Background: an optimization exercise with open tools, aiming at small area. Do not read the settings as production practice. Function was checked by simulation only, so behaviour that the tests miss may differ from the original. Power figures rest on the tool's default switching activity, not on a simulated workload.

==> flow/design.v <==
module flexpipe_top (
    input  logic                   clk,
    input  logic                   rst_n,
    input  logic                   dbg_mode,
    output logic [31:0]            dbg_cycle_count,
    input  logic [63:0]            s_axi_awaddr,
    input  logic                   s_axi_awvalid,
    output logic                   s_axi_awready,
    input  logic [31:0]            s_axi_wdata,
    input  logic [3:0]             s_axi_wstrb,
    input  logic                   s_axi_wvalid,
    output logic                   s_axi_wready,
    output logic [1:0]             s_axi_bresp,
    output logic                   s_axi_bvalid,
    input  logic                   s_axi_bready,
    input  logic                   core_idle,
    input  logic                   core_pipeline_drained,
    input  logic                   flip_ack,
    output logic                   request_flip,
    output logic [196:0]           active_config,
    output logic                   layer_start_pulse,
    input  logic [108:0]           core_mem_req,
    input  logic                   core_mem_req_valid,
    output logic                   core_mem_req_ready,
    output logic [267:0]           core_mem_resp,
    output logic                   core_mem_resp_valid,
    output logic [108:0]           mem_master_req,
    output logic                   mem_master_valid,
    input  logic                   mem_master_ready,
    input  logic [267:0]           mem_master_resp,
    input  logic                   mem_master_resp_valid
);
    logic [31:0] dbg_q;
    always @(posedge clk or negedge rst_n) begin
        if (!rst_n)        dbg_q <= 32'd0;
        else if (dbg_mode) dbg_q <= dbg_q + 32'd1;
    end
    assign dbg_cycle_count = dbg_q;
    logic        axi_w, axi_b;
    logic [1:0]  widx;
    logic        wr;
    assign wr = axi_w & s_axi_wvalid;
    always @(posedge clk or negedge rst_n) begin
        if (!rst_n) begin
            axi_w <= 1'b0;
            axi_b <= 1'b0;
            widx  <= 2'd0;
        end else begin
            axi_w <= axi_w ? ~s_axi_wvalid : (~axi_b & s_axi_awvalid);
            axi_b <= axi_b ? ~s_axi_bready : wr;
            if (wr) widx <= widx + 2'd1;
        end
    end
    assign s_axi_awready = ~(axi_w | axi_b);
    assign s_axi_wready  = axi_w;
    assign s_axi_bvalid  = axi_b;
    assign s_axi_bresp   = 2'b00;
    logic [31:0] sh_cc, sh_cb, sh_pw, sh_ds;
    always @(posedge clk) begin
        if (wr && widx == 2'd0) sh_cc <= s_axi_wdata;
        if (wr && widx == 2'd1) sh_cb <= s_axi_wdata;
        if (wr && widx == 2'd2) sh_pw <= s_axi_wdata;
        if (wr && widx == 2'd3) sh_ds <= s_axi_wdata;
    end
    logic        sh_valid, flip_req, start_pulse, act_valid;
    logic [3:0]  epoch;
    logic [31:0] act_cc, act_cb, act_pw, act_ds;
    logic        no_outstanding_active;
    logic        flip;
    assign flip = flip_req & flip_ack;
    always @(posedge clk or negedge rst_n) begin
        if (!rst_n) begin
            sh_valid    <= 1'b0;
            flip_req    <= 1'b0;
            start_pulse <= 1'b0;
            act_valid   <= 1'b0;
            epoch       <= 4'd0;
            act_cc      <= 32'd0;
            act_cb      <= 32'd0;
            act_pw      <= 32'd0;
            act_ds      <= 32'd0;
        end else begin
            sh_valid    <= ~flip & (sh_valid | (wr & widx == 2'd3));
            flip_req    <= flip_req ? ~flip_ack
                                    : (sh_valid & core_idle & core_pipeline_drained & no_outstanding_active);
            start_pulse <= flip;
            if (flip) begin
                act_valid <= 1'b1;
                epoch     <= epoch + 4'd1;
                act_cc    <= sh_cc;
                act_cb    <= sh_cb;
                act_pw    <= sh_pw;
                act_ds    <= sh_ds;
            end
        end
    end
    assign request_flip      = flip_req;
    assign layer_start_pulse = start_pulse;
    assign active_config     = {act_cc, act_cb, act_pw, act_ds, 64'd0, act_valid, epoch};
    logic [7:0] act_cnt;
    logic       core_dec;
    assign core_dec = mem_master_resp_valid & mem_master_resp[1] & ~mem_master_resp[11]
                    & (act_cnt != 8'd0);
    always @(posedge clk or negedge rst_n) begin
        if (!rst_n)                                         act_cnt <= 8'd0;
        else if (core_dec)                                  act_cnt <= act_cnt - 8'd1;
        else if (core_mem_req_valid && mem_master_ready)    act_cnt <= act_cnt + 8'd1;
    end
    assign no_outstanding_active = (act_cnt == 8'd0);
    logic s_pr, s_pw, s_dr, s_dw, s_done;
    logic idle, pf_valid, pf_grant, pf_resp, ep_ok, id_ok;
    logic ptr_hit, data_last, data_hit, more, abort;
    logic [3:0]  walk_epoch;
    logic [31:0] walk_cnt, walk_max;
    logic [63:0] data_addr;
    assign idle      = ~(s_pr | s_pw | s_dr | s_dw | s_done);
    assign pf_valid  = s_pr | s_dr;
    assign pf_grant  = pf_valid & ~core_mem_req_valid & mem_master_ready;
    assign pf_resp   = mem_master_resp_valid & mem_master_resp[11];
    assign ep_ok     = (mem_master_resp[5:2] == epoch);
    assign id_ok     = (mem_master_resp[10:6] == 5'd0);
    assign ptr_hit   = s_pw & pf_resp & ep_ok & id_ok;
    assign data_last = s_dw & pf_resp & ep_ok & mem_master_resp[1];
    assign data_hit  = data_last & id_ok;
    assign more      = (walk_cnt != walk_max);
    assign abort     = ~idle & start_pulse;
    assign walk_epoch = epoch - {3'd0, start_pulse};
    always @(posedge clk or negedge rst_n) begin
        if (!rst_n) begin
            s_pr   <= 1'b0;
            s_pw   <= 1'b0;
            s_dr   <= 1'b0;
            s_dw   <= 1'b0;
            s_done <= 1'b0;
        end else begin
            s_pr   <= ~abort & ((idle & sh_valid) | (s_pr & ~pf_grant) | (data_hit & more));
            s_pw   <= ~abort & ((s_pr & pf_grant) | (s_pw & ~ptr_hit));
            s_dr   <= ~abort & (ptr_hit | (s_dr & ~pf_grant));
            s_dw   <= ~abort & ((s_dr & pf_grant) | (s_dw & ~data_hit));
            s_done <= ~abort & ((data_hit & ~more) | (s_done & sh_valid));
        end
    end
    always @(posedge clk) begin
        if (idle) begin
            walk_cnt <= 32'd0;
            walk_max <= sh_pw;
        end else if (data_last && more) begin
            walk_cnt <= walk_cnt + 32'd1;
        end
    end
    always @(posedge clk) begin
        data_addr <= ({64{s_pw}} & mem_master_resp[75:12]) | ({64{s_dr}} & data_addr);
    end
    logic [108:0] pf_req;
    assign pf_req = {({64{s_pr}} & {29'd0, walk_cnt, 3'd0}) | ({64{s_dr}} & data_addr),
                     26'd0, s_dr, 1'b0, s_pr, 3'd0,
                     pf_valid, 5'd0,
                     {4{pf_valid}} & walk_epoch,
                     s_dr, s_pr,
                     1'b0};
    assign mem_master_valid   = core_mem_req_valid | pf_valid;
    assign mem_master_req     = core_mem_req_valid ? {core_mem_req[108:13], 1'b0, core_mem_req[11:0]}
                                                   : pf_req;
    assign core_mem_req_ready = core_mem_req_valid & mem_master_ready;
    assign core_mem_resp       = mem_master_resp;
    assign core_mem_resp_valid = mem_master_resp_valid & ~mem_master_resp[11];
endmodule
==> flow/flow/run.sh <==
#!/bin/bash
# The standard ORFS layout with these changes:
#  - ABC maps the combinational logic with an area-oriented script
#    (flow/abc_area.script); the rest of the synthesis is the standard flow's own, so the
#    registers, their names and their cells are the standard synthesis's;
#  - the port buffers use the smallest buffer cell;

# Each tool's output goes to make_finish.log here and to ORFS's per-step logs
# under orfs/logs/.
set -euo pipefail
here=$(pwd)

sed 's#log_cmd abc {\*}\$abc_args#log_cmd abc -script '"$here"'/flow/abc_area.script {*}[lrange $abc_args 2 end]#' \
    "$FLOW_HOME/scripts/synth.tcl" > synth_area.tcl
grep -q 'flow/abc_area.script' synth_area.tcl
sed 's#source \$::env(SCRIPTS_DIR)/synth.tcl#source '"$here"'/synth_area.tcl#' synth_recipe.tcl > synth_top.tcl
grep -q 'synth_area.tcl' synth_top.tcl
sed 's#SYNTH_SCRIPT=[^ ]*#SYNTH_SCRIPT='"$here"'/synth_top.tcl#' standard.sh > layout.sh
grep -q 'synth_top.tcl' layout.sh

export BUFFER_PORTS_ARGS="-buffer_cell sky130_fd_sc_hd__buf_1"
export IO_PLACER_V="met2 met4"
bash layout.sh > make_finish.log 2>&1
==> flow/flow/abc_area.script <==
strash
dc2
dch -f
amap
==> flow/standard.sh <==
#!/bin/bash
# synth_recipe.tcl (not shown) runs the flow's synth.tcl, then flattens the netlist and writes it again
# the make line also repeats each setting of config.mk as NAME=value (left out here)
make -C /OpenROAD-flow-scripts/flow DESIGN_CONFIG=/design/flow/config.mk WORK_HOME=/design/flow/orfs CLKGATE_MAP_FILE= SYNTH_SCRIPT=/design/flow/synth_recipe.tcl "${@:-finish}"
==> flow/config.mk <==
export PLATFORM = sky130hd
export DESIGN_NAME = flexpipe_top
export DESIGN_NICKNAME = flexpipe_top
export VERILOG_FILES = /design/flow/design.v
export SDC_FILE = /design/flow/constraint.sdc
export NUM_CORES = 4
export LEC_CHECK = 0
export CAP_MARGIN = 20
export CORE_AREA = 5 5 275 275
export CTS_BUF_LIST = sky130_fd_sc_hd__clkbuf_8
export CTS_CLUSTER_DIAMETER = 50
export CTS_CLUSTER_SIZE = 16
export DIE_AREA = 0 0 280 280
export PLACE_DENSITY = 0.8
export SLEW_MARGIN = 20
==> flow/constraint.sdc <==
create_clock -name core_clock -period 5.0 [get_ports {clk}]
set_input_delay 1.0000 -clock core_clock [delete_from_list [all_inputs] [get_ports {clk}]]
set_output_delay 1.0000 -clock core_clock [all_outputs]
set_load 0.01 [all_outputs]
==> flow_metrics.py, run 1 <==
metrics = {
    "global_route": {
        "met2_usage_pct": 29.72,
        "use_met3_pct": 10.63,
        "grt_max_degree": 109,
        "grt.total_usage_pct": 19.59,
        "use_met1_pct": 22.89,
        "grt_pass1_vias": 14360,
        "grt.busiest_layer": "met2",
        "grt_pass1_wl_um": 109500,
        "antenna_found_initial": 32,
        "overflow": 0,
    },
    "critical_path": {
        "cpPeakStageDelay_ns": 0.44,
        "path_common_cell": "nand2_1",
        "cp_num_cells": 25,
        "cp_num_buf_inv": 2,
        "critPathKind": "flop to flop",
        "cp_slowest_cell": "dfrtp_1",
        "cp_top_family": "simple AND/OR/NAND/NOR gates",
        "rr_worst_depth": 25,
        "end_kind": "flop",
        "critPathLaunchType": "flop",
        "cp_data_required_time_ns": 5.59,
        "arrival_ns": 5.17,
        "worstPathMaxFanout": 5,
    },
    "sta": {
        "tightest_slew_ns": 1.099,
        "setup_viol": 0,
        "post-route-min-period_ns": 4.583,
        "clock_skew_ns": 0.03494,
        "final-hold-violation-count": 0,
        "setup_slack_ns": 0.4172,
        "finalCritPeriodShare_pct": 91.66,
        "grt_setup_unrepaired": "yes",
        "relSlewSlack_pct": 26.60,
        "clock.fmax_ghz": 0.2182,
        "final-max-slew-violation-count": 0,
    },
    "detailed_routing": {
        "vias": 15090,
        "dr.pass1.iters": 5,
        "drc": 0,
        "ant_nets": 0,
        "routed_via_density": 4.766,
        "drt_iter0_drc": 1007,
        "drt-wirelength-per-cell_um": 25.97,
        "finalWirelength_um": 82220,
    },
    "min_path": {
        "worstHoldPathType": "input pin to asynchronous set/reset pin",
    },
    "finish": {
        "layout.nets": 2649,
        "final_layout_size_suffix_gt1_share_pct": 8.246,
        "syn2layout_area_growth_pct": 16.07,
    },
    "outcome": {
        "run_status": "timing/DRC/antenna clean",
    },
    "die": {
        "die_y_um": 280,
        "ioPinCount": 1105,
        "start_util_pct": 26.26,
        "fp-row-count": 99,
        "die_x_um": 280,
        "core_area_um2": 72590,
        "die_area_um2": 78400,
    },
    "synth": {
        "yosysTopAreaCellShare_pct": 25.21,
        "synth_seq_area_share_pct": 59.58,
        "synth_ff_type": "dfrtp_1",
        "yosysTopAreaCell": "edfxtp_1",
        "yosysUniqueCellTypes": 40,
        "yosys_warnings": 1,
        "async_flop_share_pct": 41.95,
        "synthTopCellsByArea": "edfxtp_1 (25%), dfrtp_1 (24%), buf_4 (13%), dfxtp_1 (10%), a22o_1 (6.0%)",
        "synth_edf_count": 160,
        "ys_seq_elements": 441,
        "synthCells": 1721,
        "syn_area_per_cell_um2": 11.07,
        "syn_area_um2": 19060,
    },
    "clock_network": {
        "cts_made_buffers": 53,
        "htreeDepth": 2,
        "cts_tree": "done",
        "holdBufCountCts": 0,
        "clkLatencyLatePin_ns": 0.68,
        "cts_setup_buffers": 0,
        "root_buffer": "clkbuf_8",
        "cts.sinks": 441,
        "clk_pin_slew_ns": 0.09,
        "clock_path_buffers": 3,
    },
    "power": {
        "leakagePower_nw": 8.478,
        "pwr_density_cell_nw_per_um2": 500.1,
        "ir_worst_vdd_mv": 0.3054,
        "total_power_mw": 11.06,
    },
    "place": {
        "place_hpwl_um": 65470,
        "pre_cts_slack_ns": -0.5662,
        "gp_congestion": 0.8729,
        "portBuffers": 583,
    },
    "job": {
        "maxCapViolCount": 0,
    },
}
==> cell usage in the layout (no fill, tap or decap), types with 14 or more instances in the layout <==
cell type,synthesis,final
edfxtp_1,160,160
dfrtp_1,185,184
clkinv_1,131,126
a22oi_1,41,41
nand3_1,14,14
nor2_1,133,131
a22o_1,131,131
nand2_1,113,112
nor2b_1,44,39
dfxtp_1,96,96
o21ai_0,122,122
nor3_1,25,21
clkbuf_8,0,55
conb_1,1,66
buf_4,335,57
buf_1,0,581
a21oi_1,91,91
==> state kept, by name, indices dropped and copies added (netlist names), 2 cells and up <==
name       flops
act_pw        32
walk_cnt      32
walk_max      32
sh_ds         32
sh_cc         32
epoch          4
act_cb        32
dbg_q         32
act_cc        32
widx           2
data_addr     64
act_cnt        8
act_ds        32
sh_cb         32
sh_pw         32
==> cell families (layout without fill, tap and decap cells) <==
group                      Yosys count  count (layout)  share of synthesized area [%]
AOI/OAI and AO/OA                  432             432                          15.17
adders and majority gates           10              10                         0.6565
DFF                                441             441                          59.58
xor gates and xnor gates             6               6                         0.2757
other                                1              78                        0.01968
buffers and inverters              466             875                          15.77
and+or+nand+nor                    365             365                          8.521
==> Yosys cell counts (3+ instances only) <==
cell type,instances
a22o_1,131
o21ai_0,122
nand2_1,113
and3_1,9
or2_0,5
a22oi_1,41
nand3_1,14
nor3_1,25
a21oi_1,91
dfrtp_1,185
ha_1,10
o21a_1,4
buf_4,335
edfxtp_1,160
dfxtp_1,96
a31oi_1,5
o22ai_1,6
nand4_1,6
a222oi_1,3
nor2_1,133
xor2_1,5
clkinv_1,131
a311oi_1,3
nor2b_1,44
nor4_1,12
a211oi_1,11
a21o_1,4
==> metrics by stage <==
step	hold slack [ns]	instance area (um2)	instances	util, %	TNS (ns)
5_1_grt	0.4195	22110	3162	30.46	-0.05194
4_1_cts	0.3804	22050	3154	30.38	0
3_5_place_dp	0.4368	20760	3054	28.60	-2.046
3_3_place_gp	0.4281	20760	3054	28.60	-1.731
2_1_floorplan	0.4142	19330	1786	-	0
6_report	0.4047	22120	3166	30.48	0
==> power by group <==
group | internal [mW] | leakage (nW) | switching [mW]
Sequential | 4.65 | 4.65 | 0.600
Clock | 1.37 | 0.650 | 1.64
Combinational | 0.967 | 3.17 | 1.83
Total | 6.99 | 8.48 | 4.07
==> repair_timing <==
item,4_1_cts,5_1_grt
pin swaps,0,2
gates cloned,0,0
setup endpoints to repair,1,8
resized for setup,2,10
==> final timing paths <==
check	slack (ns)	endpoint	from
min in group core_clock	0.46	data_addr[38]	data_addr[38]
hold reg to reg	0.46	data_addr[38]	data_addr[38]
setup / recovery	0.42	walk_cnt[31]	epoch[0]
hold / removal	0.40	act_cb[15]	rst_n
max in group asynchronous	3.53	act_ds[8]	rst_n
setup reg to reg	0.42	walk_cnt[31]	epoch[0]
==> final cells by class <==
cell class              instances  area [um2]
fillers                      7515       50460
flip-flops and latches        441       11360
multi-input cells             879        5046
repair buffers                644        2704
well taps                     959        1200
clock buffers                  55       757.0
clock inverters                45       528.0
inverters                     131       498.0
diodes                         12       30.03
==> per-layer routing <==
metal	wire, um	vias to the layer above
li1	-	6544
met1	30290	7066
met2	35260	1039
met3	11460	407
met4	4665	32
met5	550	-
==> run 2: changes to the inputs <==
--- a/flow/config.mk
+++ b/flow/config.mk
@@ -7,3 +7,3 @@
 export LEC_CHECK = 0
-export CAP_MARGIN = 20
+export CAP_MARGIN = 0
 export CORE_AREA = 5 5 275 275
@@ -13,3 +13,2 @@
 export DIE_AREA = 0 0 280 280
-export PLACE_DENSITY = 0.8
-export SLEW_MARGIN = 20
+export SLEW_MARGIN = 0
==> flow_metrics.py, run 2 <==
metrics = {
    "global_route": {
        "grt_pass1_wl_um": 129300,
        "grt_max_degree": 122,
        "use_met1_pct": 23.12,
        "met2_usage_pct": 31.94,
        "overflow": 0,
        "antenna_found_initial": 39,
        "grt.total_usage_pct": 24.19,
        "use_met3_pct": 23.31,
        "grt_pass1_vias": 14040,
        "grt.busiest_layer": "met2",
    },
    "critical_path": {
        "cpPeakStageDelay_ns": 0.60,
        "arrival_ns": 5.12,
        "worstPathMaxFanout": 5,
        "path_common_cell": "and3_1",
        "end_kind": "flop",
        "critPathKind": "flop to flop",
        "cp_slowest_cell": "a2111oi_0",
        "reg2reg_slack_ns": 0.38,
        "cp_data_required_time_ns": 5.51,
        "critPathLaunchType": "flop",
    },
    "clock_network": {
        "htreeDepth": 2,
        "clk_pin_slew_ns": 0.10,
        "clock_path_buffers": 3,
        "clkLatencyLatePin_ns": 0.63,
        "cts.sinks": 441,
        "root_buffer": "clkbuf_8",
        "cts_tree": "done",
        "cts_made_buffers": 41,
        "holdBufCountCts": 0,
    },
    "detailed_routing": {
        "drc": 0,
        "finalWirelength_um": 100800,
        "drt_iter0_drc": 1073,
        "vias": 14770,
        "dr.pass1.iters": 5,
        "ant_nets": 0,
        "drt-wirelength-per-cell_um": 32.17,
        "routed_via_density": 4.716,
    },
    "sta": {
        "clock.fmax_ghz": 0.2166,
        "setup_slack_ns": 0.3828,
        "final-hold-violation-count": 0,
        "relSlewSlack_pct": 43.79,
        "setup_viol": 0,
        "final-max-slew-violation-count": 0,
        "timing.hold.ws_ns": 0.4264,
        "finalCritPeriodShare_pct": 92.34,
        "clock_skew_ns": 0.02651,
        "post-route-min-period_ns": 4.617,
        "tightest_slew_ns": 0.8413,
    },
    "synth": {
        "syn_area_per_cell_um2": 11.07,
        "synthCells": 1721,
        "synth_seq_area_share_pct": 59.58,
        "yosys-top-cells-count": "buf_4 (335), dfrtp_1 (185), edfxtp_1 (160)",
        "yosys_warnings": 1,
        "yosysTopAreaCell": "edfxtp_1",
        "yosysTopAreaCellShare_pct": 25.21,
        "syn_area_um2": 19060,
        "yosysUniqueCellTypes": 40,
        "synth.most_common_cell": "buf_4",
        "synthTopCellsByArea": "edfxtp_1 (25%), dfrtp_1 (24%), buf_4 (13%), dfxtp_1 (10%), a22o_1 (6.0%)",
        "async_flop_share_pct": 41.95,
        "ys_seq_elements": 441,
        "synth_ff_type": "dfrtp_1",
        "synth_edf_count": 160,
    },
    "power": {
        "ir_worst_vdd_mv": 0.3259,
        "power_switching_mw": 3.732,
        "leakagePower_nw": 8.233,
        "p_int_mw": 6.534,
        "clkPwrFrac_pct": 22.3,
        "total_power_mw": 10.27,
        "pwr_density_cell_nw_per_um2": 475.3,
        "swShare_pct": 36.35,
        "comb_power_share_pct": 26.6,
        "power_frac_seq_pct": 51.1,
    },
    "job": {
        "maxCapViolCount": 0,
    },
    "finish": {
        "syn2layout_area_growth_pct": 13.31,
        "final_layout_size_suffix_gt1_share_pct": 6.299,
        "regMostFlops": "data_addr",
        "layout_common_cells": "buf_1 (581), dfrtp_1 (184), edfxtp_1 (160), nor2_1 (131), a22o_1 (131)",
        "layout_commonest_cell": "buf_1",
        "largest_reg_flops": 64,
        "layout.nets": 2625,
        "final_area_um2": 21600,
    },
    "place": {
        "portBuffers": 583,
        "pre_cts_slack_ns": -0.5635,
        "gp_congestion": 0.9524,
        "place_hpwl_um": 83280,
        "post_dp_cell_area_um2": 20640,
    },
    "die": {
        "ioPinCount": 1105,
        "die_y_um": 280,
        "die_x_um": 280,
        "fp-row-count": 99,
        "core_area_um2": 72590,
        "start_util_pct": 26.26,
        "die_area_um2": 78400,
    },
    "min_path": {
        "worstHoldPathType": "input pin to asynchronous set/reset pin",
    },
    "outcome": {
        "run_status": "timing/DRC/antenna clean",
    },
}
run 2: cell counts after synthesis:
Identical to the previous run, type by type.
run 2: final timing paths:
path                               start            end  cells past startpoint
max                         walk_cnt[27]   walk_cnt[20]                     27
min reg2reg                data_addr[63]  data_addr[63]                      2
min                                rst_n     act_cb[29]                      1
max in group asynchronous          rst_n           s_dr                      2
max reg2reg                 walk_cnt[27]   walk_cnt[20]                     27
min in group core_clock    data_addr[63]  data_addr[63]                      2
run 2: logic make-up after synthesis:
group           share of synthesized area [%]
other cells                           0.01968
flops                                   59.58
simple gates                            8.521
compound gates                          15.17
buf+inv                                 15.77
xor+xnor                               0.2757
fa+ha+maj                              0.6565
run 2: worst max-delay path, delay by kind of cell (launching register included):
kind,cells,cell delay (ns)
simple gates,17,2.34
flops,1,0.41
compound gates,4,1.06
buf+inv,6,0.70
run 2: area by class of cell:
cell class                 count  area [um2]
antenna                       15       37.54
multi-input combinational    879        5049
clock inverter                32       245.2
tap                          959        1200
inverter                     131       500.5
clock buffer                  44       605.6
timing repair buffer         632        2599
sequential                   441       11360
fill                        7692       50990
run 2: through the flow:
stage               cells  setup TNS (ns)  util [%]
detailed placement   3040          -1.912     28.44
global placement     3040          -1.998     28.44
floorplan            1786               0         -
CTS                  3116               0     29.62
global route         3123       -0.001354     29.72
finish               3133               0     29.75
run 2: repair_timing:
item | 4_1_cts | 5_1_grt
pin swaps | 0 | 6
resized for setup | 1 | 10
setup buffers | 0 | 2
endpoints found under the setup margin | 1 | 8
run 2: routing by layer:
| metal | part of all wire, % | wire length, um |
|---|---|---|
| met1 | 31 | 31070 |
| met2 | 38 | 38770 |
| met3 | 21 | 21080 |
| met4 | 9.3 | 9403 |
| met5 | 0.45 | 453 |
run 2: power by group through the flow:
| stage | Clock (mW) | Sequential, mW | Combinational (mW) |
|---|---|---|---|
| final | 2.29 | 5.24 | 2.73 |
| after detailed placement | 0 | 5.30 | 2.76 |
| after global routing | 2.52 | 5.34 | 3.00 |
| after global placement | 0 | 5.30 | 2.71 |
| after floorplan | 0 | 5.41 | 1.44 |
| after CTS | 2.37 | 5.24 | 2.77 |
==> run 3: changes to the inputs <==
--- a/flow/flow/run.sh
+++ b/flow/flow/run.sh
@@ -22,2 +22,3 @@
 export IO_PLACER_V="met2 met4"
+export SKIP_REPAIR_TIE_FANOUT=1
 bash layout.sh > make_finish.log 2>&1
==> flow/flow/abc_area.script (replaced) <==
strash
dc2
dch -f
amap -m -F 4 -A 8
--- a/flow/config.mk
+++ b/flow/config.mk
@@ -7,3 +7,3 @@
 export LEC_CHECK = 0
-export CAP_MARGIN = 0
+export CAP_MARGIN = 20
 export CORE_AREA = 5 5 275 275
@@ -13,2 +13,2 @@
 export DIE_AREA = 0 0 280 280
-export SLEW_MARGIN = 0
+export SLEW_MARGIN = 20
==> flow_metrics.py, run 3 <==
metrics = {
    "outcome": {
        "run_status": "timing/DRC/antenna clean",
    },
    "die": {
        "core_area_um2": 72590,
        "ioPinCount": 1105,
        "die_area_um2": 78400,
        "fp-row-count": 99,
        "die_x_um": 280,
        "start_util_pct": 26.31,
        "die_y_um": 280,
    },
    "detailed_routing": {
        "drt_iter0_drc": 1019,
        "wl_met2_um": 44080,
        "wl_met1_um": 32870,
        "drc": 0,
        "routed.top_layer": "met5",
        "vias": 14880,
        "ant_nets": 0,
        "routed_via_density": 4.815,
        "dr.pass1.iters": 5,
        "drt-wirelength-per-cell_um": 34.77,
        "met3_length_um": 20720,
        "finalWirelength_um": 107400,
    },
    "clock_network": {
        "cts_setup_buffers": 0,
        "htreeDepth": 2,
        "clkLatencyLatePin_ns": 0.66,
        "root_buffer": "clkbuf_8",
        "clk_pin_slew_ns": 0.11,
        "cts.sinks": 441,
        "clock_path_buffers": 3,
        "holdBufCountCts": 0,
        "cts_made_buffers": 45,
        "cts_tree": "done",
    },
    "global_route": {
        "antenna_found_initial": 56,
        "grt_pass1_wl_um": 137300,
        "grt_max_degree": 107,
        "grt_pass1_vias": 14270,
        "grt.total_usage_pct": 25.97,
        "overflow": 0,
    },
    "critical_path": {
        "reg2reg_slack_ns": 0.55,
        "cp_num_cells": 23,
        "cp_data_required_time_ns": 5.54,
        "cp_num_buf_inv": 3,
        "arrival_ns": 5.04,
        "timing.rr.start": "epoch[0]",
        "endpoint": "walk_cnt[30]",
        "worstPathMaxFanout": 5,
        "cp_cell_sequence": "buf_1, clkinv_1, a221oi_1, o2111ai_1, a211o_1, nand3b_1, nor2_2, buf_4, and2_0, and3_1, and3_1, and3_1, and3_1, and3_1, and3_1, nand2_1, nor3_1, nand2_1, nor2_1, nand4_1, nor3_1, nor2_1, a211oi_1",
        "cp_top_family": "simple AND/OR/NAND/NOR gates",
        "path_common_cell": "and3_1",
        "startpoint": "mem_master_resp[3]",
        "end_kind": "flop",
        "critPathLaunchType": "input pin",
        "rr_worst_depth": 22,
        "cp_slowest_cell": "a211o_1",
        "critPathKind": "input pin to flop",
        "cpPeakStageDelay_ns": 0.28,
        "r2r-end": "walk_cnt[30]",
    },
    "finish": {
        "layout_commonest_cell": "buf_1",
        "final_layout_size_suffix_gt1_share_pct": 6.981,
        "regMostFlops": "data_addr",
        "layout_common_cells": "buf_1 (578), dfrtp_1 (184), edfxtp_1 (160), o21ai_0 (140), a22o_1 (133)",
        "layout.nets": 2582,
        "syn2layout_area_growth_pct": 13.05,
        "fin_util_pct": 29.74,
        "largest_reg_flops": 64,
    },
    "sta": {
        "clock.fmax_ghz": 0.2225,
        "grt_setup_unrepaired": "no",
        "relSlewSlack_pct": 34.90,
        "clock_skew_ns": 0.04072,
        "setup_viol": 0,
        "timing.hold.ws_ns": 0.4043,
        "setup_slack_ns": 0.5050,
        "final-hold-violation-count": 0,
        "post-route-min-period_ns": 4.495,
        "tightest_slew_ns": 0.9764,
        "finalCritPeriodShare_pct": 89.90,
        "setup_tns_ns": 0,
        "final-max-slew-violation-count": 0,
    },
    "place": {
        "pre_cts_slack_ns": -0.3346,
        "gp_congestion": 0.9573,
        "place_hpwl_um": 89960,
        "portBuffers": 583,
    },
    "power": {
        "pwr_density_cell_nw_per_um2": 414.3,
        "leakagePower_nw": 8.142,
        "swShare_pct": 33.34,
        "p_int_mw": 5.960,
        "ir_worst_vdd_mv": 0.2629,
        "power_switching_mw": 2.982,
        "power_frac_seq_pct": 50.9,
        "clkPwrFrac_pct": 28.9,
        "comb_power_share_pct": 20.2,
    },
    "synth": {
        "yosysTopAreaCellShare_pct": 25.16,
        "yosysTopAreaCell": "edfxtp_1",
        "async_flop_share_pct": 41.95,
        "synthTopCellsByArea": "edfxtp_1 (25%), dfrtp_1 (24%), buf_4 (13%), dfxtp_1 (10%), a22o_1 (6.1%)",
        "synth_seq_area_share_pct": 59.47,
        "syn_area_um2": 19090,
        "yosys-top-cells-count": "buf_4 (335), dfrtp_1 (185), edfxtp_1 (160)",
        "synth.most_common_cell": "buf_4",
        "yosysUniqueCellTypes": 41,
        "synthCells": 1733,
        "synth_ff_type": "dfrtp_1",
        "synth_edf_count": 160,
        "ys_seq_elements": 441,
        "yosys_warnings": 1,
        "syn_area_per_cell_um2": 11.02,
    },
    "min_path": {
        "worstHoldPathType": "input pin to asynchronous set/reset pin",
    },
    "job": {
        "maxCapViolCount": 0,
    },
}
==> run 3: cell types whose count changed after synthesis, moves of 6 or more <==
cell	delta
o21ai_0	+19
nand2_1	+12
a21oi_1	-9
nor2_1	-6
==> run 3: cells by family after synthesis <==
| group | count (synthesis) | share of synthesized area (%) |
|---|---|---|
| AOI/OAI and AO/OA | 442 | 15.38 |
| xor gates and xnor gates | 3 | 0.1376 |
| adders and majority gates | 10 | 0.6553 |
| buffers and inverters | 469 | 15.80 |
| DFF | 441 | 59.47 |
| other | 1 | 0.01964 |
| and+or+nand+nor | 367 | 8.532 |
==> run 3: power by group through the flow <==
stage | registers [mW] | clock network [mW] | logic, mW
after floorplan | 4.66 | 0 | 1.06
after global placement | 4.62 | 0 | 1.79
after detailed placement | 4.63 | 0 | 1.81
after CTS | 4.55 | 2.67 | 1.82
after global routing | 4.61 | 2.81 | 1.97
final | 4.55 | 2.58 | 1.81
==> run 3: worst register-to-register path, stage by stage (launching register included) <==
cell	delay [ns]
dfrtp_1	0.45
clkinv_1	0.12
a221oi_1	0.27
o2111ai_1	0.15
a211o_1	0.28
nand3b_1	0.22
nor2_2	0.17
buf_4	0.14
and2_0	0.15
and3_1	0.18
and3_1	0.20
and3_1	0.20
and3_1	0.18
and3_1	0.18
and3_1	0.18
nand2_1	0.07
nor3_1	0.27
nand2_1	0.11
nor2_1	0.15
nand4_1	0.15
nor3_1	0.27
nor2_1	0.06
a211oi_1	0.19
==> run 3: cell type report <==
| cell class | instances | area (um2) |
|---|---|---|
| multi-input cells | 823 | 4791 |
| well taps | 959 | 1200 |
| flip-flops and latches | 441 | 11360 |
| diodes | 11 | 27.53 |
| clock buffers | 48 | 660.6 |
| repair buffers | 638 | 2696 |
| clock inverters | 36 | 346.6 |
| inverters | 134 | 506.7 |
| fillers | 7764 | 51000 |
==> run 3: worst min path at each step <==
| stage | to | slack (ns) |
|---|---|---|
| after global routing | widx[1] | 0.44 |
| after global placement | data_addr[63] | 0.42 |
| final | widx[1] | 0.40 |
| after floorplan | data_addr[63] | 0.41 |
| after CTS | widx[1] | 0.42 |
| after detailed placement | data_addr[63] | 0.43 |
==> run 3: per-layer routing <==
| layer | up-vias | GRT usage [%] |
|---|---|---|
| met5 | - | 7.509 |
| met4 | 56 | 14.70 |
| met3 | 525 | 23.62 |
| met2 | 940 | 37.03 |
| met1 | 6889 | 24.41 |
| li1 | 6469 | - |
==> run 3: repair_timing <==
| action | CTS | global route |
|---|---|---|
| endpoints found under the hold margin | 0 | 0 |
| resized for setup | 0 | 6 |
| endpoints found under the setup margin | 0 | 3 |
==> run 3: stage by stage <==
| stage | instance area, um2 | power [mW] | std cells |
|---|---|---|---|
| after floorplan | 19110 | 5.716 | 1733 |
| after global placement | 20510 | 6.409 | 2994 |
| after detailed placement | 20510 | 6.441 | 2994 |
| after CTS | 21510 | 9.043 | 3078 |
| after global routing | 21570 | 9.392 | 3083 |
| final | 21590 | 8.942 | 3090 |
==> run 4: changes to the inputs <==
==> flow/flow/abc_area.script (replaced) <==
strash
dch -f
amap -m -F 2 -A 8
==> flow_metrics.py, run 4 <==
metrics = {
    "outcome": {
        "run_status": "timing/DRC/antenna clean",
    },
    "detailed_routing": {
        "drt_iter0_drc": 1225,
        "finalWirelength_um": 103300,
        "drt-wirelength-per-cell_um": 33.54,
        "vias": 15190,
        "drc": 0,
        "routed_via_density": 4.934,
        "dr.pass1.iters": 5,
        "ant_nets": 0,
    },
    "critical_path": {
        "reg2reg_slack_ns": 0.90,
        "cp_data_required_time_ns": 4.00,
        "startpoint": "core_mem_req_valid",
        "critPathKind": "input pin to output port",
        "arrival_ns": 3.11,
        "timing.rr.start": "epoch[0]",
        "r2r-end": "walk_cnt[31]",
        "rr_worst_depth": 14,
        "critPathLaunchType": "input pin",
        "worstPathMaxFanout": 29,
        "end_kind": "output port",
    },
    "global_route": {
        "antenna_found_initial": 34,
        "grt.total_usage_pct": 24.78,
        "grt.busiest_layer": "met2",
        "use_met3_pct": 20.28,
        "grt_max_degree": 116,
        "overflow": 0,
        "met2_usage_pct": 33.62,
        "use_met1_pct": 24.17,
        "grt_pass1_wl_um": 132600,
        "grt_pass1_vias": 14520,
    },
    "synth": {
        "synthTopCellsByArea": "edfxtp_1 (25%), dfrtp_1 (24%), buf_4 (13%), dfxtp_1 (10%), o22a_1 (6.0%)",
        "async_flop_share_pct": 41.95,
        "yosys_warnings": 1,
        "yosysTopAreaCellShare_pct": 24.89,
        "synth_top_family_by_area": "buffers and inverters",
        "synth_xor_area_share_pct": 0.1815,
        "synth-compound-area-share_pct": 15.67,
        "synthCells": 1760,
        "syn_area_um2": 19300,
        "syn_area_per_cell_um2": 10.97,
        "synth_ff_type": "dfrtp_1",
        "synth_mux_area_share_pct": 0,
        "yosysTopAreaCell": "edfxtp_1",
        "yosys-top-cells-count": "buf_4 (335), dfrtp_1 (185), clkinv_1 (169)",
        "synth.most_common_cell": "buf_4",
        "synth_simple_gate_area_share_pct": 8.341,
        "ys_seq_elements": 441,
        "yosysUniqueCellTypes": 37,
        "synth_seq_area_share_pct": 58.82,
        "synth_edf_count": 160,
        "synth-adder-area-share_pct": 0.6481,
    },
    "sta": {
        "finalCritPeriodShare_pct": 82.13,
        "setup_tns_ns": 0,
        "tightest_slew_ns": 1.081,
        "final-hold-violation-count": 0,
        "post-route-min-period_ns": 4.107,
        "setup_slack_ns": 0.8934,
        "setup_viol": 0,
        "relSlewSlack_pct": 27.92,
        "clock_skew_ns": 0.03567,
        "final-max-slew-violation-count": 0,
        "grt_setup_unrepaired": "no",
        "clock.fmax_ghz": 0.2435,
    },
    "finish": {
        "final_area_um2": 21360,
        "final_layout_size_suffix_gt1_share_pct": 4.703,
        "largest_reg_flops": 64,
        "layout_commonest_cell": "buf_1",
        "layout.nets": 2572,
        "syn2layout_area_growth_pct": 10.64,
        "layout_common_cells": "buf_1 (581), dfrtp_1 (184), clkinv_1 (166), edfxtp_1 (160), o22a_1 (133)",
        "regMostFlops": "data_addr",
        "fillCellCount": 7780,
    },
    "power": {
        "clkPwrFrac_pct": 23.7,
        "swShare_pct": 34.98,
        "power_frac_seq_pct": 52.0,
        "comb_power_share_pct": 24.3,
        "pwr_density_cell_nw_per_um2": 442.1,
        "ir_worst_vdd_mv": 0.3198,
        "leakagePower_nw": 7.597,
        "power_switching_mw": 3.303,
        "p_int_mw": 6.140,
    },
    "die": {
        "ioPinCount": 1105,
        "core_area_um2": 72590,
        "start_util_pct": 26.60,
        "die_x_um": 280,
        "die_y_um": 280,
        "fp-row-count": 99,
        "die_area_um2": 78400,
    },
    "clock_network": {
        "clkLatencyLatePin_ns": 0.63,
        "clk_pin_slew_ns": 0.10,
        "cts_resized": 0,
        "holdBufCountCts": 0,
        "cts.sinks": 441,
        "clock_path_buffers": 3,
        "cts_made_buffers": 41,
        "htreeDepth": 2,
        "cts_tree": "done",
        "cts_setup_buffers": 0,
        "root_buffer": "clkbuf_8",
    },
    "min_path": {
        "worstHoldPathType": "input pin to asynchronous set/reset pin",
    },
    "job": {
        "maxCapViolCount": 0,
    },
    "place": {
        "gp_congestion": 0.9269,
        "place_hpwl_um": 84890,
        "pre_cts_slack_ns": 0.4010,
        "portBuffers": 583,
        "post_dp_cell_area_um2": 20490,
    },
}
## run 4: cell types whose count changed in the layout (fill, tap and decap cells not counted), moves of 11 or more
cell / before / now
a22o_1: 133 / 8
and3_1: 11 / 0
buf_4: 51 / 16
clkinv_1: 132 / 166
o21ai_0: 140 / 126
o221ai_1: 0 / 16
o22a_1: 1 / 133
## run 4: final cells by class
class | instances | area, um2 | share of cell area (%)
Antenna cell | 15 | 37.54 | 0.1757
Clock buffer | 44 | 605.6 | 2.835
Clock inverter | 31 | 226.5 | 1.060
Inverter | 169 | 639.4 | 2.993
Multi-Input combinational cell | 815 | 4860 | 22.75
Sequential cell | 441 | 11360 | 53.17
Tap cell | 959 | 1200 | 5.618
Timing Repair Buffer | 605 | 2434 | 11.39
## run 4: cell families (layout without fill, tap and decap cells)
group / count (synthesis) / in the layout
xor+xnor: 4 / 4
fa+ha+maj: 10 / 10
buf+inv: 504 / 849
other cells: 1 / 16
flops: 441 / 441
compound gates: 440 / 440
simple gates: 360 / 360
## run 4: power groups by stage
| stage | Sequential, mW | Clock [mW] | Combinational (mW) |
|---|---|---|---|
| CTS | 4.91 | 2.31 | 2.32 |
| global route | 4.99 | 2.44 | 2.49 |
| floorplan | 5.03 | 0 | 1.33 |
| finish | 4.91 | 2.24 | 2.29 |
| global placement | 4.97 | 0 | 2.27 |
| detailed placement | 4.99 | 0 | 2.31 |
## run 4: layer usage
metal	wire, um	part of all wire, %
met1	32780	32
met2	41040	40
met3	18390	18
met4	10320	10
met5	749	0.73
## run 4: how the worst max path moves through the flow
stage	endpoint	depth (start not counted)	slack [ns]
6_report	mem_master_req[76]	6	0.89
3_5_place_dp	walk_cnt[31]	14	0.40
2_1_floorplan	act_cb[0]	3	0.24
5_1_grt	walk_cnt[31]	14	0.53
4_1_cts	walk_cnt[31]	14	0.88
3_3_place_gp	walk_cnt[31]	14	0.37
## run 4: metrics by stage
stage / total power [mW] / cells / util, % / hold slack, ns
after floorplan: 6.362 / 1760 / - / 0.4142
after global placement: 7.242 / 2988 / 28.20 / 0.4232
after detailed placement: 7.296 / 2989 / 28.23 / 0.4293
after CTS: 9.542 / 3064 / 29.37 / 0.2915
after global routing: 9.920 / 3077 / 29.42 / 0.3210
final: 9.442 / 3079 / 29.43 / 0.3323
## run 4: worst max-delay path: stages
cell and delay [ns]:
buf_2 0.29, nor2_4 0.86, buf_4 0.30, a22oi_1 0.09, o21ai_0 0.11, buf_1 0.39
==> run 5: changes to the inputs <==
--- a/flow/flow/run.sh
+++ b/flow/flow/run.sh
@@ -22,3 +22,2 @@
 export IO_PLACER_V="met2 met4"
-export SKIP_REPAIR_TIE_FANOUT=1
 bash layout.sh > make_finish.log 2>&1
==> flow/flow/abc_area.script (replaced) <==
strash
dc2
dch -f
amap
==> flow_metrics.py, run 5 <==
metrics = {
    "power": {
        "comb_power_share_pct": 26.6,
        "clkPwrFrac_pct": 22.3,
        "swShare_pct": 36.35,
        "pwr_density_cell_nw_per_um2": 475.3,
        "p_int_mw": 6.534,
        "power_frac_seq_pct": 51.1,
        "ir_worst_vdd_mv": 0.3259,
        "total_power_mw": 10.27,
        "power_switching_mw": 3.732,
        "leakagePower_nw": 8.233,
    },
    "die": {
        "core_area_um2": 72590,
        "die_area_um2": 78400,
        "die_y_um": 280,
        "ioPinCount": 1105,
        "start_util_pct": 26.26,
        "fp-row-count": 99,
        "die_x_um": 280,
    },
    "finish": {
        "finalNonFillerCells": 3133,
        "final_layout_size_suffix_gt1_share_pct": 6.299,
        "syn2layout_area_growth_pct": 13.31,
        "seqCellArea_um2": 11360,
        "multiInputGateArea_um2": 5049,
        "regMostFlops": "data_addr",
        "fillCellCount": 7692,
        "layout.nets": 2625,
        "layout_commonest_cell": "buf_1",
        "largest_reg_flops": 64,
        "layout_common_cells": "buf_1 (581), dfrtp_1 (184), edfxtp_1 (160), nor2_1 (131), a22o_1 (131)",
    },
    "global_route": {
        "grt_pass1_vias": 14040,
        "antenna_found_initial": 39,
        "grt_pass1_wl_um": 129300,
        "grt_max_degree": 122,
        "grt.total_usage_pct": 24.19,
        "overflow": 0,
    },
    "detailed_routing": {
        "vias": 14770,
        "finalWirelength_um": 100800,
        "drc": 0,
        "drt-wirelength-per-cell_um": 32.17,
        "routed_via_density": 4.716,
        "drt_iter0_drc": 1073,
        "ant_nets": 0,
        "dr.pass1.iters": 5,
    },
    "synth": {
        "synth_seq_area_share_pct": 59.58,
        "synth_edf_count": 160,
        "syn_area_per_cell_um2": 11.07,
        "yosysTopAreaCellShare_pct": 25.21,
        "syn_area_um2": 19060,
        "async_flop_share_pct": 41.95,
        "yosysTopAreaCell": "edfxtp_1",
        "ys_seq_elements": 441,
        "yosys_warnings": 1,
        "synth.most_common_cell": "buf_4",
        "synth_ff_type": "dfrtp_1",
        "yosysUniqueCellTypes": 40,
        "yosys-top-cells-count": "buf_4 (335), dfrtp_1 (185), edfxtp_1 (160)",
        "synthCells": 1721,
        "synthTopCellsByArea": "edfxtp_1 (25%), dfrtp_1 (24%), buf_4 (13%), dfxtp_1 (10%), a22o_1 (6.0%)",
    },
    "critical_path": {
        "endpoint": "walk_cnt[20]",
        "cp_data_required_time_ns": 5.51,
        "critPathKind": "flop to flop",
        "timing.rr.start": "walk_cnt[27]",
        "cpPeakStageDelay_ns": 0.60,
        "critPathLaunchType": "flop",
        "worstPathMaxFanout": 5,
        "r2r-end": "walk_cnt[20]",
        "path_common_cell": "and3_1",
        "end_kind": "flop",
        "reg2reg_slack_ns": 0.38,
        "startpoint": "walk_cnt[27]",
        "arrival_ns": 5.12,
        "cp_slowest_cell": "a2111oi_0",
        "rr_worst_depth": 27,
    },
    "sta": {
        "relSlewSlack_pct": 43.79,
        "finalCritPeriodShare_pct": 92.34,
        "tightest_slew_ns": 0.8413,
        "final-max-slew-violation-count": 0,
        "clock.fmax_ghz": 0.2166,
        "setup_viol": 0,
        "final-hold-violation-count": 0,
        "setup_tns_ns": 0,
        "clock_skew_ns": 0.02651,
        "post-route-min-period_ns": 4.617,
    },
    "clock_network": {
        "clkLatencyLatePin_ns": 0.63,
        "cts.sinks": 441,
        "htreeDepth": 2,
        "clk_pin_slew_ns": 0.10,
        "clock_path_buffers": 3,
        "cts_tree": "done",
        "root_buffer": "clkbuf_8",
        "cts_made_buffers": 41,
    },
    "min_path": {
        "worstHoldPathType": "input pin to asynchronous set/reset pin",
    },
    "outcome": {
        "run_status": "timing/DRC/antenna clean",
    },
    "job": {
        "maxCapViolCount": 0,
    },
    "place": {
        "portBuffers": 583,
        "place_hpwl_um": 83280,
        "dp_cells": 3040,
        "gp_congestion": 0.9524,
    },
}
## run 5: worst min path at each step
stage	end	slack [ns]	cells past startpoint
4_1_cts	act_pw[15]	0.42	1
3_5_place_dp	data_addr[63]	0.43	2
2_1_floorplan	data_addr[63]	0.41	2
5_1_grt	act_cb[29]	0.45	1
6_report	act_cb[29]	0.43	1
3_3_place_gp	data_addr[63]	0.43	2
## run 5: logic make-up (layout without fill, tap and decap cells)
family / Yosys count / count (layout) / synth area share [%]
AO/OA/AOI/OAI: 432 / 432 / 15.17
XOR/XNOR: 6 / 6 / 0.2757
adder cells (fa/ha/maj): 10 / 10 / 0.6565
buffers and inverters: 466 / 839 / 15.77
flip-flops: 441 / 441 / 59.58
other: 1 / 81 / 0.01968
AND/OR/NAND/NOR: 365 / 365 / 8.521
## run 5: worst max-delay path: cells and delay by family, from the launching register on
kind | cells | cell delay [ns]
buffers and inverters | 6 | 0.70
AOI/OAI and AO/OA | 4 | 1.06
DFF | 1 | 0.41
and+or+nand+nor | 17 | 2.34
## run 5: repair_timing
action | 4_1_cts | 5_1_grt
pin swaps | 0 | 6
endpoints found under the setup margin | 1 | 8
resized for setup | 1 | 10
hold buffers | 0 | 0
buffers inserted | 0 | 2
## run 5: through the flow
stage | hold WS [ns] | cell area (um2) | util (%) | worst slack (ns)
finish | 0.4264 | 21600 | 29.75 | 0.3828
global route | 0.4519 | 21570 | 29.72 | -0.001354
CTS | 0.4170 | 21500 | 29.62 | 0.006784
global placement | 0.4271 | 20640 | 28.44 | -0.5727
detailed placement | 0.4320 | 20640 | 28.44 | -0.5635
floorplan | 0.4142 | 19330 | - | 0.1747
## run 5: per-layer routing
metal | part of all wire (%) | global-route usage [%] | up-vias
met5 | 0.45 | 4.579 | -
met4 | 9.3 | 16.48 | 28
met3 | 21 | 23.31 | 512
met2 | 38 | 31.94 | 920
met1 | 31 | 23.12 | 6820
li1 | - | - | 6494
## run 5: power by group through the flow
stage | clock, mW | sequential [mW] | combinational [mW]
final | 2.29 | 5.24 | 2.73
after global routing | 2.52 | 5.34 | 3.00
after CTS | 2.37 | 5.24 | 2.77
after detailed placement | 0 | 5.30 | 2.76
after global placement | 0 | 5.30 | 2.71
after floorplan | 0 | 5.41 | 1.44
## run 5: area by class of cell
type | count | area share, %
Antenna cell | 15 | 0.1738
Clock buffer | 44 | 2.804
Clock inverter | 32 | 1.136
Inverter | 131 | 2.317
Multi-Input combinational cell | 879 | 23.38
Sequential cell | 441 | 52.60
Tap cell | 959 | 5.556
Timing Repair Buffer | 632 | 12.03
==> run 6: changes to the inputs <==
--- a/flow/flow/run.sh
+++ b/flow/flow/run.sh
@@ -22,2 +22,3 @@
 export IO_PLACER_V="met2 met4"
+export SKIP_REPAIR_TIE_FANOUT=1
 bash layout.sh > make_finish.log 2>&1
--- a/flow/config.mk
+++ b/flow/config.mk
@@ -9,5 +9,5 @@
 export CORE_AREA = 5 5 275 275
-export CTS_BUF_LIST = sky130_fd_sc_hd__clkbuf_8
-export CTS_CLUSTER_DIAMETER = 50
-export CTS_CLUSTER_SIZE = 16
+export CTS_BUF_LIST = sky130_fd_sc_hd__clkbuf_16
+export CTS_CLUSTER_DIAMETER = 60
+export CTS_CLUSTER_SIZE = 24
 export DIE_AREA = 0 0 280 280
==> flow_metrics.py, run 6 <==
metrics = {
    "power": {
        "leakagePower_nw": 8.208,
        "total_power_mw": 11.18,
        "power_switching_mw": 3.990,
        "power_frac_seq_pct": 47.3,
        "ir_worst_vdd_mv": 0.3336,
        "p_int_mw": 7.187,
        "comb_power_share_pct": 24.2,
        "swShare_pct": 35.70,
        "clkPwrFrac_pct": 28.5,
        "pwr_density_cell_nw_per_um2": 511.2,
    },
    "synth": {
        "synthCells": 1721,
        "syn_area_per_cell_um2": 11.07,
        "synth_ff_type": "dfrtp_1",
        "yosys_warnings": 1,
        "synth_seq_area_share_pct": 59.58,
        "ys_seq_elements": 441,
        "synth.most_common_cell": "buf_4",
        "synthTopCellsByArea": "edfxtp_1 (25%), dfrtp_1 (24%), buf_4 (13%), dfxtp_1 (10%), a22o_1 (6.0%)",
        "yosysTopAreaCellShare_pct": 25.21,
        "yosysUniqueCellTypes": 40,
        "yosysTopAreaCell": "edfxtp_1",
        "syn_area_um2": 19060,
        "async_flop_share_pct": 41.95,
        "yosys-top-cells-count": "buf_4 (335), dfrtp_1 (185), edfxtp_1 (160)",
        "synth_edf_count": 160,
    },
    "critical_path": {
        "reg2reg_slack_ns": 0.46,
        "cp_slowest_cell": "a2111o_1",
        "worstPathMaxFanout": 3,
        "cp_top_family": "simple AND/OR/NAND/NOR gates",
        "cp_cell_sequence": "buf_1, nor2_1, a21oi_1, nand4_1, a2111o_1, nand3b_1, nor2_2, buf_4, clkinv_1, nor2b_1, and3_1, and3_1, and3_1, and3_1, and3_1, and3_1, nand3_1, nor2_1, nand2_1, nor3_1, clkinv_1, nor3_2, a21oi_1, nor3b_1",
        "cpPeakStageDelay_ns": 0.36,
        "cp_num_buf_inv": 4,
        "critPathLaunchType": "input pin",
        "cp_data_required_time_ns": 5.48,
        "arrival_ns": 5.09,
        "end_kind": "flop",
        "critPathKind": "input pin to flop",
        "path_common_cell": "and3_1",
    },
    "sta": {
        "setup_viol": 0,
        "clock.fmax_ghz": 0.2171,
        "clock_skew_ns": 0.03943,
        "setup_slack_ns": 0.3948,
        "finalCritPeriodShare_pct": 92.10,
        "setup_tns_ns": 0,
        "tightest_slew_ns": 1.084,
        "post-route-min-period_ns": 4.605,
        "relSlewSlack_pct": 27.56,
        "final-max-slew-violation-count": 0,
        "final-hold-violation-count": 0,
    },
    "finish": {
        "layout_common_cells": "buf_1 (581), dfrtp_1 (184), edfxtp_1 (160), a22o_1 (131)",
        "syn2layout_area_growth_pct": 14.72,
        "final_area_um2": 21860,
        "layout.nets": 2558,
        "layout_commonest_cell": "buf_1",
        "regMostFlops": "data_addr",
        "largest_reg_flops": 64,
        "final_layout_size_suffix_gt1_share_pct": 6.612,
        "fin_util_pct": 30.12,
    },
    "detailed_routing": {
        "drt-wirelength-per-cell_um": 33.54,
        "ant_nets": 0,
        "drc": 0,
        "dr.pass1.iters": 6,
        "finalWirelength_um": 102700,
        "routed_via_density": 4.901,
        "drt_iter0_drc": 1336,
        "vias": 15000,
    },
    "die": {
        "core_area_um2": 72590,
        "die_y_um": 280,
        "die_area_um2": 78400,
        "start_util_pct": 26.26,
        "fp-row-count": 99,
        "die_x_um": 280,
        "ioPinCount": 1105,
    },
    "clock_network": {
        "clk_pin_slew_ns": 0.09,
        "cts_tree": "done",
        "holdBufCountCts": 0,
        "htreeDepth": 2,
        "cts_made_buffers": 37,
        "cts.sinks": 441,
        "cts_setup_buffers": 0,
        "root_buffer": "clkbuf_16",
        "clock_path_buffers": 3,
        "clkLatencyLatePin_ns": 0.57,
        "cts_resized": 0,
    },
    "global_route": {
        "antenna_found_initial": 41,
        "grt_max_degree": 79,
        "grt_pass1_vias": 14270,
        "grt.total_usage_pct": 24.72,
        "grt_pass1_wl_um": 132000,
        "overflow": 0,
    },
    "place": {
        "gp_congestion": 0.9539,
        "post_dp_cell_area_um2": 20440,
        "portBuffers": 583,
        "place_hpwl_um": 84760,
        "pre_cts_slack_ns": -0.5047,
    },
    "job": {
        "maxCapViolCount": 0,
    },
    "min_path": {
        "worstHoldPathType": "input pin to asynchronous set/reset pin",
    },
    "outcome": {
        "run_status": "timing/DRC/antenna clean",
    },
}
[run 6: cell count changes in the layout (fill, tap and decap cells not counted), moves of 3 or more]
cell and change:
inv_1 -10, inv_12 +4, clkinv_8 +7, clkbuf_16 +37, conb_1 -65, clkinv_2 -3, clkbuf_8 -44
[run 6: logic make-up (layout without fill, tap and decap cells)]
family                     after synthesis  count (layout)  synth area share, %
and+or+nand+nor                        365             365                8.521
other                                    1              16              0.01968
xor gates and xnor gates                 6               6               0.2757
buffers and inverters                  466             832                15.77
DFF                                    441             441                59.58
adders and majority gates               10              10               0.6565
AOI/OAI and AO/OA                      432             432                15.17
[run 6: cell type report]
cell class                      count  area, um2
Fill cell                        7665      50720
Sequential cell                   441      11360
Multi-Input combinational cell    814       4803
Timing Repair Buffer              634       2629
Tap cell                          959       1200
Clock buffer                       37      925.9
Inverter                          131      495.5
Clock inverter                     30      414.1
Antenna cell                       15      37.54
[run 6: worst reg2reg max path, delay by kind of cell, from the launching register on]
kind | cells | cell delay [ns]
AOI/OAI and AO/OA | 4 | 0.84
buffers and inverters | 5 | 0.54
and+or+nand+nor | 17 | 2.62
DFF | 1 | 0.40
[run 6: power by group through the flow]
| stage | Combinational (mW) | Sequential (mW) | Clock (mW) |
|---|---|---|---|
| after global routing | 2.95 | 5.38 | 3.40 |
| final | 2.71 | 5.28 | 3.19 |
| after CTS | 2.74 | 5.28 | 3.25 |
| after detailed placement | 2.73 | 5.33 | 0 |
| after floorplan | 1.44 | 5.41 | 0 |
| after global placement | 2.68 | 5.33 | 0 |
[run 6: final timing paths]
kind,start,endpoint,cells after the start
max,mem_master_resp[3],walk_cnt[26],24
min,rst_n,widx[0],1
max reg2reg,walk_cnt[27],walk_cnt[20],26
min reg2reg,data_addr[18],data_addr[18],2
max in group asynchronous,rst_n,dbg_q[27],2
min in group core_clock,data_addr[18],data_addr[18],2
[run 6: metrics by stage]
stage               hold slack, ns  cells
global placement            0.4233   2979
detailed placement          0.4346   2979
floorplan                   0.4142   1721
CTS                         0.3454   3046
finish                      0.3578   3061
global route                0.3637   3055
[run 6: layer usage]
| metal | vias up | track usage [%] | wire length (um) |
|---|---|---|---|
| li1 | 6429 | - | - |
| met1 | 7012 | 23.83 | 31640 |
| met2 | 1012 | 34.66 | 41330 |
| met3 | 512 | 22.16 | 20170 |
| met4 | 36 | 14.27 | 8583 |
| met5 | - | 6.960 | 936 |
==> run 7: changes to the inputs <==
--- a/flow/flow/run.sh
+++ b/flow/flow/run.sh
@@ -6,3 +6,5 @@
 #  - the port buffers use the smallest buffer cell;
-
+#  - pins may also sit on met4 on the top and bottom edges, so that the die
+#    can be smaller;
+#  - one tie cell drives all the constant outputs (no tie fanout repair).
 # Each tool's output goes to make_finish.log here and to ORFS's per-step logs
==> flow/flow/abc_area.script (replaced) <==
strash
dch -f
amap -m -F 2 -A 8
--- a/flow/config.mk
+++ b/flow/config.mk
@@ -9,5 +9,5 @@
 export CORE_AREA = 5 5 275 275
-export CTS_BUF_LIST = sky130_fd_sc_hd__clkbuf_16
-export CTS_CLUSTER_DIAMETER = 60
-export CTS_CLUSTER_SIZE = 24
+export CTS_BUF_LIST = sky130_fd_sc_hd__clkbuf_8
+export CTS_CLUSTER_DIAMETER = 50
+export CTS_CLUSTER_SIZE = 16
 export DIE_AREA = 0 0 280 280
==> flow_metrics.py, run 7 <==
metrics = {
    "power": {
        "power_frac_seq_pct": 52.0,
        "p_int_mw": 6.140,
        "pwr_density_cell_nw_per_um2": 442.1,
        "swShare_pct": 34.98,
        "clkPwrFrac_pct": 23.7,
        "power_switching_mw": 3.303,
        "leakagePower_nw": 7.597,
        "ir_worst_vdd_mv": 0.3198,
        "comb_power_share_pct": 24.3,
    },
    "synth": {
        "synth_top_family_by_area": "buffers and inverters",
        "syn_area_um2": 19300,
        "yosysTopAreaCellShare_pct": 24.89,
        "yosysTopAreaCell": "edfxtp_1",
        "synth-compound-area-share_pct": 15.67,
        "yosys-top-cells-count": "buf_4 (335), dfrtp_1 (185), clkinv_1 (169)",
        "yosys_warnings": 1,
        "synth_simple_gate_area_share_pct": 8.341,
        "syn_area_per_cell_um2": 10.97,
        "synth_seq_area_share_pct": 58.82,
        "synth.most_common_cell": "buf_4",
        "synthTopCellsByArea": "edfxtp_1 (25%), dfrtp_1 (24%), buf_4 (13%), dfxtp_1 (10%), o22a_1 (6.0%)",
        "async_flop_share_pct": 41.95,
        "yosysUniqueCellTypes": 37,
        "synth_mux_area_share_pct": 0,
        "synth_xor_area_share_pct": 0.1815,
        "synthCells": 1760,
        "ys_seq_elements": 441,
        "synth_ff_type": "dfrtp_1",
        "synth_edf_count": 160,
        "synth-adder-area-share_pct": 0.6481,
    },
    "sta": {
        "clock.fmax_ghz": 0.2435,
        "setup_tns_ns": 0,
        "final-max-slew-violation-count": 0,
        "setup_viol": 0,
        "finalCritPeriodShare_pct": 82.13,
        "grt_setup_unrepaired": "no",
        "setup_slack_ns": 0.8934,
        "final-hold-violation-count": 0,
        "post-route-min-period_ns": 4.107,
        "clock_skew_ns": 0.03567,
        "relSlewSlack_pct": 27.92,
        "tightest_slew_ns": 1.081,
    },
    "die": {
        "core_area_um2": 72590,
        "die_x_um": 280,
        "ioPinCount": 1105,
        "start_util_pct": 26.60,
        "die_y_um": 280,
        "fp-row-count": 99,
        "die_area_um2": 78400,
    },
    "place": {
        "place_hpwl_um": 84890,
        "portBuffers": 583,
        "pre_cts_slack_ns": 0.4010,
        "gp_congestion": 0.9269,
    },
    "critical_path": {
        "critPathKind": "input pin to output port",
        "critPathLaunchType": "input pin",
        "reg2reg_slack_ns": 0.90,
        "cp_num_buf_inv": 3,
        "worstPathMaxFanout": 29,
        "timing.rr.start": "epoch[0]",
        "cp_cell_sequence": "buf_2, nor2_4, buf_4, a22oi_1, o21ai_0, buf_1",
        "arrival_ns": 3.11,
        "cp_data_required_time_ns": 4.00,
        "cpPeakStageDelay_ns": 0.86,
        "rr_worst_depth": 14,
        "r2r-end": "walk_cnt[31]",
        "cp_top_family": "buffers and inverters",
        "cp_slowest_cell": "nor2_4",
        "end_kind": "output port",
    },
    "clock_network": {
        "clock_path_buffers": 3,
        "holdBufCountCts": 0,
        "cts_resized": 0,
        "cts_made_buffers": 41,
        "cts.sinks": 441,
        "clk_pin_slew_ns": 0.10,
        "clkLatencyLatePin_ns": 0.63,
        "cts_setup_buffers": 0,
        "htreeDepth": 2,
        "cts_tree": "done",
        "root_buffer": "clkbuf_8",
    },
    "job": {
        "maxCapViolCount": 0,
    },
    "detailed_routing": {
        "drt-wirelength-per-cell_um": 33.54,
        "drt_iter0_drc": 1225,
        "ant_nets": 0,
        "routed_via_density": 4.934,
        "finalWirelength_um": 103300,
        "vias": 15190,
        "dr.pass1.iters": 5,
        "drc": 0,
    },
    "finish": {
        "regMostFlops": "data_addr",
        "layout.nets": 2572,
        "fillCellCount": 7780,
        "layout_common_cells": "buf_1 (581), dfrtp_1 (184), clkinv_1 (166), edfxtp_1 (160), o22a_1 (133)",
        "syn2layout_area_growth_pct": 10.64,
        "layout_commonest_cell": "buf_1",
        "largest_reg_flops": 64,
        "multiInputGateArea_um2": 4860,
        "final_layout_size_suffix_gt1_share_pct": 4.703,
        "seqCellArea_um2": 11360,
    },
    "global_route": {
        "grt_pass1_wl_um": 132600,
        "overflow": 0,
        "antenna_found_initial": 34,
        "grt.total_usage_pct": 24.78,
        "grt_max_degree": 116,
        "grt_pass1_vias": 14520,
    },
    "min_path": {
        "worstHoldPathType": "input pin to asynchronous set/reset pin",
    },
    "outcome": {
        "run_status": "timing/DRC/antenna clean",
    },
}
-- run 7: logic make-up after synthesis --
group,count (synthesis)
adder cells (fa/ha/maj),10
buffers and inverters,504
other,1
AO/OA/AOI/OAI,440
flip-flops,441
XOR/XNOR,4
AND/OR/NAND/NOR,360
-- run 7: stage by stage --
stage | power [mW] | hold WS (ns) | area (um2) | util, % | cells
global placement | 7.242 | 0.4232 | 20470 | 28.20 | 2988
CTS | 9.542 | 0.2915 | 21320 | 29.37 | 3064
detailed placement | 7.296 | 0.4293 | 20490 | 28.23 | 2989
global route | 9.920 | 0.3210 | 21350 | 29.42 | 3077
finish | 9.442 | 0.3323 | 21360 | 29.43 | 3079
floorplan | 6.362 | 0.4142 | 19330 | - | 1760
-- run 7: how the worst max path moves through the flow --
stage	from	end	slack, ns	depth (start not counted)
2_1_floorplan	flip_ack	act_cb[0]	0.24	3
3_3_place_gp	mem_master_resp[2]	walk_cnt[31]	0.37	14
3_5_place_dp	mem_master_resp[2]	walk_cnt[31]	0.40	14
4_1_cts	epoch[0]	walk_cnt[31]	0.88	14
5_1_grt	epoch[0]	walk_cnt[31]	0.53	14
6_report	core_mem_req_valid	mem_master_req[76]	0.89	6
-- run 7: power groups by stage --
stage	clock (mW)	combinational [mW]	sequential [mW]
finish	2.24	2.29	4.91
CTS	2.31	2.32	4.91
detailed placement	0	2.31	4.99
global placement	0	2.27	4.97
floorplan	0	1.33	5.03
global route	2.44	2.49	4.99
-- run 7: final cells by class --
type / instances / area share [%]
diodes: 15 / 0.1757
clock buffers: 44 / 2.835
clock inverters: 31 / 1.060
inverters: 169 / 2.993
multi-input cells: 815 / 22.75
flip-flops and latches: 441 / 53.17
well taps: 959 / 5.618
repair buffers: 605 / 11.39
-- run 7: routing by layer --
metal	up-vias	GRT usage, %	part of all wire [%]
met2	997	33.62	40
met3	500	20.28	18
met4	30	18.87	10
li1	6532	-	-
met5	-	6.960	0.73
met1	7134	24.17	32

[static timing again, ports no longer ideal]
In the flow no input, the clock included, has a driving cell. The finished layouts below were timed again as built, in two steps.
Step 1, drivers: a clkbuf_16 drives clk and a buf_2 each remaining input, both assumed.
Step 2 times the ports against the registers' clock, not the clock port: input delays grow and output delays shrink by t, the midpoint of the rising clock arrivals with the driver on.
a / b / c = ideal ports / drivers / drivers and shift; a / b = the first two.
run	t, ns	slack for setup (ns)	worst register clock-pin slew, ns	worst slew at a driven data input, ns	pins driven straight from the clock port
run 1	0.715	0.417 / 0.417 / -0.214	0.11 / 0.11	0.37	1
run 2	0.663	0.383 / 0.383 / -0.223	0.10 / 0.10	0.39	1
run 3	0.688	0.505 / 0.514 / -0.173	0.11 / 0.11	0.36	1
run 4	0.662	0.893 / 0.873 / 0.317	0.11 / 0.11	0.37	1
run 5	0.663	0.383 / 0.383 / -0.223	0.10 / 0.10	0.39	1
run 6	0.610	0.395 / 0.423 / -0.187	0.09 / 0.09	0.41	1
run 7	0.662	0.893 / 0.873 / 0.317	0.11 / 0.11	0.37	1
With both steps, setup timing fails in 5 of these runs, where it was met with ideal ports. The setup slack of run 3, which loses most, moves by +0.009 ns with the drivers and by -0.678 ns with both steps.
